From an optimization exercise on the open Yosys and OpenROAD flow, aimed at small area, a short achievable clock period and few clock cycles per item; shortcuts taken in it are not production practice. Function was checked by simulation only, so behaviour that the tests miss may differ from the original. No activity file was given, so power comes from the tool's default toggle rates.

rev 12:
// ysyx_23060203_MDU
module ysyx_23060203_MDU (
  input clock, reset,
  input flush,
  output in_ready,
  input in_valid,
  input [2:0] in_op,  
  input [31:0] in_a, in_b,
  input out_ready,
  output out_valid,
  output [31:0] out_data
);
==> flow/config.mk <==
export PLATFORM = sky130hd
export DESIGN_NAME = ysyx_23060203_MDU
export DESIGN_NICKNAME = ysyx_23060203_MDU
export VERILOG_FILES = /design/flow/design.v
export SDC_FILE = /design/flow/constraint.sdc
export NUM_CORES = 4
export LEC_CHECK = 0
export CAP_MARGIN = 20
export CORE_MARGIN = 2
export CORE_UTILIZATION = 40
export SETUP_SLACK_MARGIN = 3.0
export SLEW_MARGIN = 20
==> flow/constraint.sdc <==
create_clock -name core_clock -period 7.0 [get_ports {clock}]
set_input_delay 1.4000 -clock core_clock [delete_from_list [all_inputs] [get_ports {clock}]]
set_output_delay 1.4000 -clock core_clock [all_outputs]
set_load 0.01 [all_outputs]
run.sh (not shown) runs the stock make flow with config.mk's settings and CLKGATE_MAP_FILE= SYNTH_SCRIPT=/design/flow/synth_recipe.tcl, a recipe that flattens the netlist after the stock synthesis.
Rev 12 | stages: all done | timing, DRC, antenna: all pass
Testbench counts of rev 12, summed over its fixed seeds: cycles 26,601, ops 3,200.
The following lists how rev 13 was set up differently from rev 12:
Settings: changing SETUP_SLACK_MARGIN from 3.0 to 3.5.
--- outcome ---
Rev 13 did not stop at any stage, and its layout met the timing, design-rule and antenna checks.
Rev 12 was carried through to the last stage, and its layout satisfied the timing, design-rule and antenna checks.
Status: number of multi-input combinational cells in the layout parity (rev 12, rev 13)
The leakage dissipation in rev 12 is 0.933 times that in rev 13.
NOTE: fraction of layout instances using a drive strength above 1 in rev 13 exceeds that of rev 12
Going from rev 12 to rev 13, end-of-flow core utilization has increased; via count has increased.
Rev 13 vs rev 12 — detailed-routing wirelength on met1 dropped slightly
Against rev 12, rev 13 reports a number of buffer and inverter instances along the worst setup path that is higher.


Setup of lane 1:
The RTL this note starts from:
==> flow/design.v <==
module ysyx_23060203_LZC (
  input [31:0] x,
  output [5:0] z
);
  wire [15:0] v0;
  wire [15:0] z0;
  wire [7:0] v1;
  wire [15:0] z1;
  wire [3:0] v2;
  wire [11:0] z2;
  wire [1:0] v3;
  wire [7:0] z3;
  genvar i;
  generate
    for (i = 0; i < 16; i = i + 1) begin : g0
      assign v0[i] = x[2*i+1] | x[2*i];
      assign z0[i] = ~x[2*i+1];
    end
    for (i = 0; i < 8; i = i + 1) begin : g1
      assign v1[i] = v0[2*i+1] | v0[2*i];
      assign z1[2*i+1:2*i] = v0[2*i+1] ? {1'b0, z0[2*i+1]} : {1'b1, z0[2*i]};
    end
    for (i = 0; i < 4; i = i + 1) begin : g2
      assign v2[i] = v1[2*i+1] | v1[2*i];
      assign z2[3*i+2:3*i] = v1[2*i+1] ? {1'b0, z1[4*i+3:4*i+2]} : {1'b1, z1[4*i+1:4*i]};
    end
    for (i = 0; i < 2; i = i + 1) begin : g3
      assign v3[i] = v2[2*i+1] | v2[2*i];
      assign z3[4*i+3:4*i] = v2[2*i+1] ? {1'b0, z2[6*i+5:6*i+3]} : {1'b1, z2[6*i+2:6*i]};
    end
  endgenerate
  assign z = v3[1] ? {2'b00, z3[7:4]} : (v3[0] ? {2'b01, z3[3:0]} : 6'd32);
endmodule
module ysyx_23060203_MDU (
  input clock, reset,
  input flush,
  output in_ready,
  input in_valid,
  input [2:0] in_op,  
  input [31:0] in_a, in_b,
  input out_ready,
  output out_valid,
  output [31:0] out_data
);
  localparam S_IDLE = 3'd0, S_PREP = 3'd1, S_TRIP = 3'd2, S_RUN = 3'd3,
             S_DONE = 3'd4;
  reg [2:0] st;
  reg [2:0] op;
  reg [5:0] cnt;
  reg neg;
  reg o_hi, o_lo, o_q, o_r;  
  reg [3:1] dig;  
  reg [33:0] H, T;
  reg [31:0] L, A;
  wire fire = in_valid & in_ready;
  assign in_ready = (st == S_IDLE) | ((st == S_DONE) & out_ready);
  assign out_valid = st == S_DONE;
  wire is_div = op[2];
  wire in_div = in_op[2];
  wire a_signed = in_div ? ~in_op[0] : (in_op[1:0] != 2'd3);
  wire b_signed = in_div ? ~in_op[0] : ~in_op[1];
  wire sa = a_signed & in_a[31];
  wire sb = b_signed & in_b[31];
  wire [31:0] ua = sa ? -in_a : in_a;
  wire [31:0] ub = sb ? -in_b : in_b;
  wire [5:0] za_in, zb_in;
  ysyx_23060203_LZC lza (.x(ua), .z(za_in));
  ysyx_23060203_LZC lzb (.x(ub), .z(zb_in));
  wire bz_in = in_b == 32'd0;
  wire neg_in = in_div ? (in_op[1] ? sa : (sa ^ sb) & ~bz_in) : (sa ^ sb);
  wire [5:0] za = H[5:0];
  wire [5:0] zb = H[11:6];
  wire [6:0] k = {1'b0, zb} - {1'b0, za};
  wire kneg = k[6];
  wire swap = kneg;  
  wire [31:0] mcand = swap ? A : L;
  wire [31:0] mplier = swap ? L : A;
  wire [5:0] zm = swap ? za : zb;
  wire bz = zb[5];
  wire [4:0] sh_amt = is_div ? k[4:0] : {zm[4:1], 1'b0};
  wire [31:0] sh_in = is_div ? A : mplier;
  wire [31:0] sh_out = sh_in << sh_amt;
  wire [5:0] steps = is_div ? ((bz | kneg) ? 6'd0 : {1'b0, k[4:0]} + 6'd1)
                            : (zm[5] ? 6'd0 : 6'd15 - {2'b0, zm[4:1]});
  wire [33:0] m = ({34{dig[1]}} & {2'b00, A}) | ({34{dig[2]}} & {1'b0, A, 1'b0})
                 | ({34{dig[3]}} & T);
  wire [34:0] sum = {3'b000, L} + {1'b0, m} + {34'd0, is_div};
  wire [2:0] cy = sum[34:32];
  wire ge = sum[32];
  wire [33:0] tri_a = {sum[33:32] + {1'b0, A[31]}, sum[31:0]};
  reg [33:0] x0;
  always @* begin
    case (H[33:32])
      2'd0: x0 = 34'd0;
      2'd1: x0 = {2'b00, A};
      2'd2: x0 = {1'b0, A, 1'b0};
      default: x0 = tri_a;
    endcase
  end
  wire [29:0] hinc = H[31:2] + 30'd1;
  reg hc;
  always @* begin
    case (cy[1:0])
      2'd0: hc = 1'b0;
      2'd1: hc = H[1] & H[0];
      2'd2: hc = H[1];
      default: hc = H[1] | H[0];
    endcase
  end
  wire [1:0] hlo = H[1:0] + cy[1:0];
  wire [29:0] hhi = hc ? hinc : H[31:2];
  wire [31:0] plo = {H[1:0], L[31:2]};
  wire [31:0] x = ({32{o_hi}} & H[33:2]) | ({32{o_lo}} & plo)
                | ({32{o_q}} & H[31:0]) | ({32{o_r}} & L);
  wire xc = ~o_hi | (plo == 32'd0);
  wire [31:0] nx = xc ? -x : ~x;  
  always @(posedge clock) begin
    if (reset) begin
      st <= S_IDLE;
    end else if (fire) begin
      st <= S_PREP;
    end else if (flush) begin
      st <= S_IDLE;
    end else begin
      case (st)
        S_PREP: st <= is_div ? ((steps != 6'd0) ? S_RUN : S_DONE)
                             : S_TRIP;
        S_TRIP: st <= (cnt != 6'd0) ? S_RUN : S_DONE;
        S_RUN: if (cnt == 6'd1) st <= S_DONE;
        S_DONE: if (out_ready) st <= S_IDLE;
        default: st <= S_IDLE;
      endcase
    end
  end
  always @(posedge clock) begin
    if (fire) begin
      op <= in_op;
      neg <= neg_in;
      L <= ua;
      A <= ub;
      H[11:0] <= {zb_in, za_in};
      o_hi <= ~in_op[2] & (in_op[1:0] != 2'd0);
      o_lo <= ~in_op[2] & (in_op[1:0] == 2'd0);
      o_q <= in_op[2] & ~in_op[1];
      o_r <= in_op[2] & in_op[1];
    end else if (st == S_PREP) begin
      cnt <= steps;
      if (is_div) begin
        A <= ~sh_out;
        H <= {34{bz}};
      end else begin
        L <= {mcand[30:0], 1'b0};
        A <= mcand;
        H <= {sh_out, 2'b00};
      end
    end else if (st == S_TRIP) begin
      T <= tri_a;
      H <= {H[31:2], x0[33:30]};
      L <= {x0[29:0], 2'b00};
    end else if (st == S_RUN) begin
      cnt <= cnt - 6'd1;
      if (is_div) begin
        if (ge) L <= sum[31:0];
        A <= {1'b1, A[31:1]};
        H <= {H[32:0], ge};
      end else begin
        L <= {sum[29:0], 2'b00};
        H <= {hhi, hlo, sum[31:30]};
      end
    end
  end
  wire [1:0] dn = (is_div | (st == S_PREP)) ? 2'b01 : H[31:30];
  always @(posedge clock) begin
    dig <= {dn == 2'd3, dn == 2'd2, dn == 2'd1};
  end
  assign out_data = neg ? nx : x;
endmodule
Settings: LEC_CHECK=0, ABC_AREA=1, CAP_MARGIN=20, CORE_MARGIN=2, CORE_UTILIZATION=50, SETUP_SLACK_MARGIN=2.5, SLEW_MARGIN=20; clock period 7.0 ns.
Testbench counts of lane 1, summed over its fixed seeds: cycles 26,601, ops 3,200.
Setup changes, lane 1 to lane 2
Settings: changing CORE_UTILIZATION from 50 to 40.
--- outcome ---
Lane 2 ends up with a pre-CTS setup slack that is 0.081 ns higher than in lane 1.
Total power: lane 2 above lane 1
Diff lane 1 -> lane 2: final estimated routing congestion in global placement down 1.3%, end-of-flow core utilization down 11 points.
When the final numbers for lane 2 and lane 1 were put side by side, the register fraction of the total cell area turned out to be smaller in lane 2.
Proportion of power drawn by the clock network, lane 2 and lane 1: smaller value in lane 1
Total vias in the final route, lane 2 and lane 1: larger value in lane 2
Summary of lane 2 over lane 1: clock skew decreased by 0.0069 ns relative to the old numbers, design area increased by 1.8% relative to the old numbers.
Changes in lane 3 relative to lane 2:
Settings: a deleted ABC_AREA that had been 1; a change of SETUP_SLACK_MARGIN from 2.5 to 2.0.
==> summary.txt <==
- Lane 3 reports a lower total power than lane 2 does.
- First-pass GRT wire length (lower): lane 3
- Lane 2 has a higher number of cells on the worst reg-to-reg path than lane 3.
- Largest vdd supply drop (lane 3 over lane 2): decrease, about 24%
- Compared with lane 2, in lane 3 full die area has decreased, critical path depth increased 2.
diff inputs: lane 3 => lane 4
Settings: SETUP_SLACK_MARGIN: 2.0 -> 3.0; ABC_AREA: unset -> 1.
Findings:
- A worst setup path category of register to register is what lane 3 shows, while register to output port belongs to lane 4.
- Lane 4 — placement row count 2 higher, lane 3 as reference
- Overall power after layout went up by more than 10% going from lane 3 to lane 4.
- In the flow results for lane 3 and lane 4, the pre-CTS setup slack is larger on lane 4.
- Clock group share of total power, lane 3 and lane 4: smaller value in lane 4
- Multi-input combinational gate total on lane 4 is up relative to lane 3.
- Summary of lane 4 over lane 3: via count increased by 3348 relative to the old numbers, global-route usage increased by 1.5 points relative to the old numbers.
- Against lane 3, global placement routability congestion in lane 4 fell slightly.

## re-timing with driven ports
Ports are ideal in the flow. The routed layouts listed here were re-timed in OpenROAD.
Step 1 (the two cells are an assumption about what drives the block):
set clk [get_ports {clock}]
set_driving_cell -lib_cell sky130_fd_sc_hd__clkbuf_16 $clk
set_driving_cell -lib_cell sky130_fd_sc_hd__buf_2 [delete_from_list [all_inputs] $clk]
Step 2, shift: input delay + t, output delay - t, t = (earliest + latest rising clock arrival at the registers) / 2. This alone moves slack from input paths to output paths.
Three values: no drivers, after step 1, after step 2; two values: the first two.
| run | shift t [ns] | setup slack, ns | worst setup path at the end | worst slew at a driven data input, ns |
|---|---|---|---|---|
| rev 12 | 0.538 | 2.168 / 2.105 / 2.204 | input to register | 0.05 |
| rev 13 | 0.562 | 2.046 / 1.983 / 2.278 | input to register | 0.05 |
| lane 1 | 0.540 | 2.387 / 2.324 / 2.128 | input to register | 0.04 |
| lane 2 | 0.544 | 2.255 / 2.187 / 2.095 | input to register | 0.06 |
| lane 3 | 0.536 | 1.767 / 1.767 / 1.657 | input to register | 0.04 |
| lane 4 | 0.542 | 2.426 / 2.361 / 2.547 | input to register | 0.06 |
After both steps every run listed still meets setup and hold. For lane 1, which loses most, drivers alone change the setup slack by -0.063 ns; drivers and shift together by -0.259 ns.
